From an optimization exercise on the open Yosys and OpenROAD flow, aimed at small area and a short achievable clock period; shortcuts taken in it are not production practice.
Function was checked by simulation only, so behaviour that the tests miss may differ from the original.
Power is estimated from default activity; no workload was simulated.

build 83:
// CircuitTest
module CircuitTest (a,b,c,z,x,clk,rst);
input [63:0] a, b, c;
input clk,rst;
output reg [31:0] z, x;
reg [32:0] ar, yr;
reg er;
  ...
Size in the first run: ~1600 cells after synthesis.
Settings: LEC_CHECK=0, ABC_AREA=1, CAP_MARGIN=20, CORE_MARGIN=2, CORE_UTILIZATION=45, CTS_BUF_LIST=sky130_fd_sc_hd__clkbuf_8, SETUP_SLACK_MARGIN=4.4, SLEW_MARGIN=20, SYNTH_HIERARCHICAL=1, TNS_END_PERCENT=0; clock period 7.5 ns.
standard.sh (not shown) runs the stock make flow with config.mk's settings and CLKGATE_MAP_FILE= SYNTH_SCRIPT=/design/flow/synth_recipe.tcl, a recipe that flattens the netlist after the stock synthesis.
==> flow/flow/run.sh <==
#!/bin/bash
# Own layout flow: the standard ORFS flow (standard.sh) with these changes:
#  - synthesis script flow/mixsynth.tcl: synth_recipe.tcl with ABC run per module,
#    the small gate modules (g_*) with ORFS's speed script and the top module with
#    ORFS's area script (ABC_AREA 1); hierarchy is flattened at the end as before;
#  - no Yosys full/half-adder extraction (ADDER_MAP_FILE empty);
#  - ABC sizes for a 2 fF load (ABC_LOAD_IN_FF), so gate modules get small cells;
#  - the port buffers that buffer_ports puts on every input and output are
#    sky130_fd_sc_hd__buf_1 instead of the default delay buffer.
# Make's full output goes to flow_make.log here; each ORFS step keeps its own log
# under orfs/logs/.
set -uo pipefail
here=$(pwd)
bash standard.sh ADDER_MAP_FILE= ABC_LOAD_IN_FF=2 \
  "SYNTH_SCRIPT=$here/flow/mixsynth.tcl" \
  "BUFFER_PORTS_ARGS=-buffer_cell sky130_fd_sc_hd__buf_1" \
  finish > flow_make.log 2>&1
==> flow/flow/mixsynth.tcl <==
# The standard flow's synthesis script (synth_recipe.tcl) with one change: ABC maps the small
# gate modules (g_*) with ORFS's speed script, which keeps XOR and MUX cells,
# and the rest of the design with ORFS's area script.
proc synth {args} { yosys synth -nofsm -noshare {*}$args }
proc abc {args} {
  set i [lsearch -exact $args -script]
  set speed [lreplace $args $i [expr {$i + 1}] -script $::env(SCRIPTS_DIR)/abc_speed.script]
  set area [lreplace $args $i [expr {$i + 1}] -script $::env(SCRIPTS_DIR)/abc_area.script]
  foreach m [split [string trim [yosys tee -q -s result.string select -list-mod =g_*]] "\n"] {
    if {$m ne ""} { yosys abc {*}$speed =$m }
  }
  yosys abc {*}$area =$::env(DESIGN_NAME)
}
source $::env(SCRIPTS_DIR)/synth.tcl
# left out here: clear keep_hierarchy, flatten, clean up, hide names made inside functions, write 1_2_yosys.v
Inputs modified between build 83 and build 22:
- swapping 45 for 40 in CORE_UTILIZATION
Looking only at fraction of area in registers, and setting everything else aside, the lower value of build 83 and build 22 goes to build 83. Going from build 83 to build 22, the required time of the critical path was found to have gone up by 0.02 ns. On source-to-sink clock delay at the later pin of the worst-skew pair, build 83 and build 22 are basically level. Of the two candidates, build 83 has the worse post-layout instance area and build 22 the better one. On first-iteration DRC count, build 83 loses to build 22. The post-route clock skew number comes out higher for build 22 vs build 83. Compared with build 83, build 22 shows count of filler cells inserted in the layout that has gone up by more than 10%.
The following lists how build 48 was set up differently from build 22:
- a change of SETUP_SLACK_MARGIN from 4.4 to 4.6
Results
Reported for build 22 and build 48, register fraction of the total cell area turned out identical to the last digit. Aggregate routed wire length came out exactly the same in build 22 and build 48. ~same worst hold slack in build 22 and build 48. Reported for build 22 and build 48, placer's final routability congestion estimate turned out identical to the last digit.

== exp/zinc ==
Another version of the RTL of CircuitTest (not shown whole).
Size: ~1800 cells after synthesis, roughly 130 flip-flops, about 0.012 mm2 of cells after synthesis.
Design CircuitTest, start of the top module:
module CircuitTest (a,b,c,z,x,clk,rst);
input [63:0] a, b, c;
input clk,rst;
output reg [31:0] z, x;
reg [32:0] ar, yr;
reg er;
wire n1 = a[0] & b[0];
wire n2 = a[0] | b[0];
wire n3 = a[1] & b[1];
wire n4 = a[1] | b[1];
wire n5 = a[2] & b[2];
wire n6 = a[2] | b[2];
wire n7 = a[3] & b[3];
wire n8 = a[3] | b[3];
wire n9 = a[4] & b[4];
wire n10 = a[4] | b[4];
wire n11 = a[5] & b[5];
wire n12 = a[5] | b[5];
wire n13 = a[6] & b[6];
wire n14 = a[6] | b[6];
wire n15 = a[7] & b[7];
wire n16 = a[7] | b[7];
wire n17 = a[8] & b[8];
wire n18 = a[8] | b[8];
wire n19 = a[9] & b[9];
wire n20 = a[9] | b[9];
wire n21 = a[10] & b[10];
wire n22 = a[10] | b[10];
wire n23 = a[11] & b[11];
wire n24 = a[11] | b[11];
wire n25 = a[12] & b[12];
wire n26 = a[12] | b[12];
wire n27 = a[13] & b[13];
wire n28 = a[13] | b[13];
wire n29 = a[14] & b[14];
wire n30 = a[14] | b[14];
wire n31 = a[15] & b[15];
wire n32 = a[15] | b[15];
wire n33 = a[16] & b[16];
wire n34 = a[16] | b[16];
wire n35 = a[17] & b[17];
wire n36 = a[17] | b[17];
wire n37 = a[18] & b[18];
wire n38 = a[18] | b[18];
wire n39 = a[19] & b[19];
wire n40 = a[19] | b[19];
wire n41 = a[20] & b[20];
wire n42 = a[20] | b[20];
wire n43 = a[21] & b[21];
wire n44 = a[21] | b[21];
  ...
Settings: LEC_CHECK=0, ABC_AREA=1, CAP_MARGIN=20, CORE_MARGIN=2, CORE_UTILIZATION=40, CTS_BUF_LIST=sky130_fd_sc_hd__clkbuf_8, SETUP_SLACK_MARGIN=4.2, SLEW_MARGIN=20, TNS_END_PERCENT=0; clock period 7.5 ns.
==> flow/flow/run.sh <==
#!/bin/bash
# Own layout flow: the standard ORFS flow (standard.sh) with two changes:
#  - no Yosys full/half-adder extraction (ADDER_MAP_FILE empty), so ABC maps the
#    hand-written prefix carry logic itself;
#  - the port buffers that buffer_ports inserts on every input and output are
#    sky130_fd_sc_hd__buf_1 instead of the default delay buffer.
# Make's full output goes to flow_make.log here; each ORFS step keeps its own log
# under orfs/logs/.
set -uo pipefail
bash standard.sh ADDER_MAP_FILE= \
  "BUFFER_PORTS_ARGS=-buffer_cell sky130_fd_sc_hd__buf_1" \
  finish > flow_make.log 2>&1
[inputs] exp/violet vs exp/zinc
- a change of SETUP_SLACK_MARGIN from 4.2 to 4
==> comparison <==
Result for exp/violet and exp/zinc: all clean
Post-detailed-route DRC marker count across exp/violet and exp/zinc: no real change.
Worst hold slack in exp/violet vs exp/zinc: up 3.0 ps
exp/violet ended up with a higher transition time at the pin with the least slew margin than exp/zinc did.
When exp/violet is measured against exp/zinc, its critical path arrival turns out 40 ps higher.
exp/violet ended up with a lower maximum frequency than exp/zinc did.
Higher final period utilization goes to exp/violet over exp/zinc.
From exp/zinc to exp/violet the numbers moved as follows: internal portion of total power lower; relative area change from synthesis to final layout went down by 0.72 points; overall routed net length roughly the same.
Reported for exp/violet and exp/zinc, share of synthesized registers carrying an async set or reset turned out identical to the last digit.
Number of buffers inserted to repair setup after CTS sits lower in exp/violet than in exp/zinc.
Edits applied to the flow inputs when going from exp/violet to exp/umber:
- swapping 40 for 50 in CORE_UTILIZATION
Results
Going from exp/violet to exp/umber, post-layout minimum cycle time decreased by 24 ps relative to the old numbers, core utilization increased by 11 points relative to the old numbers. Taking exp/violet as the reference, in exp/umber required arrival time at the worst endpoint moved down, die area went down 0.0060 mm2, maximum frequency +2.1 MHz, routed wire length went down. Combinational power share delta (exp/violet -> exp/umber): insignificant. Looking at critical path launch point, the a[27] result is from exp/violet; the c[47] one comes from exp/umber.

## re-timing with driven ports
Ports are ideal in the flow. The routed layouts listed here were re-timed in OpenROAD.
Step 1: set_driving_cell puts a clkbuf_16 on clk and a buf_2 on each other input, an assumption about the parent block.
Step 2 adds t to the input delays and takes it off the output delays; t is the mean of the earliest and latest rising clock arrival at the registers after step 1. Input paths then give back, and output paths get back, about the clock's delay inside the block.
a / b / c = ideal ports / drivers / drivers and shift; a / b = the first two.
run	shift t [ns]	slack for setup (ns)	clock arrival spread, ns
build 83	0.477	4.188 / 4.192 / 3.714	0.016 / 0.015
build 22	0.484	4.310 / 4.325 / 3.841	0.019 / 0.018
build 48	0.484	4.310 / 4.325 / 3.841	0.019 / 0.018
exp/zinc	0.502	4.074 / 4.096 / 3.593	0.009 / 0.009
exp/violet	0.493	4.052 / 4.075 / 3.582	0.010 / 0.010
exp/umber	0.472	4.077 / 4.064 / 3.593	0.014 / 0.013
After both steps setup and hold are still met in every run listed. For exp/umber, which loses most, drivers alone change the setup slack by -0.013 ns; drivers and shift together by -0.484 ns.
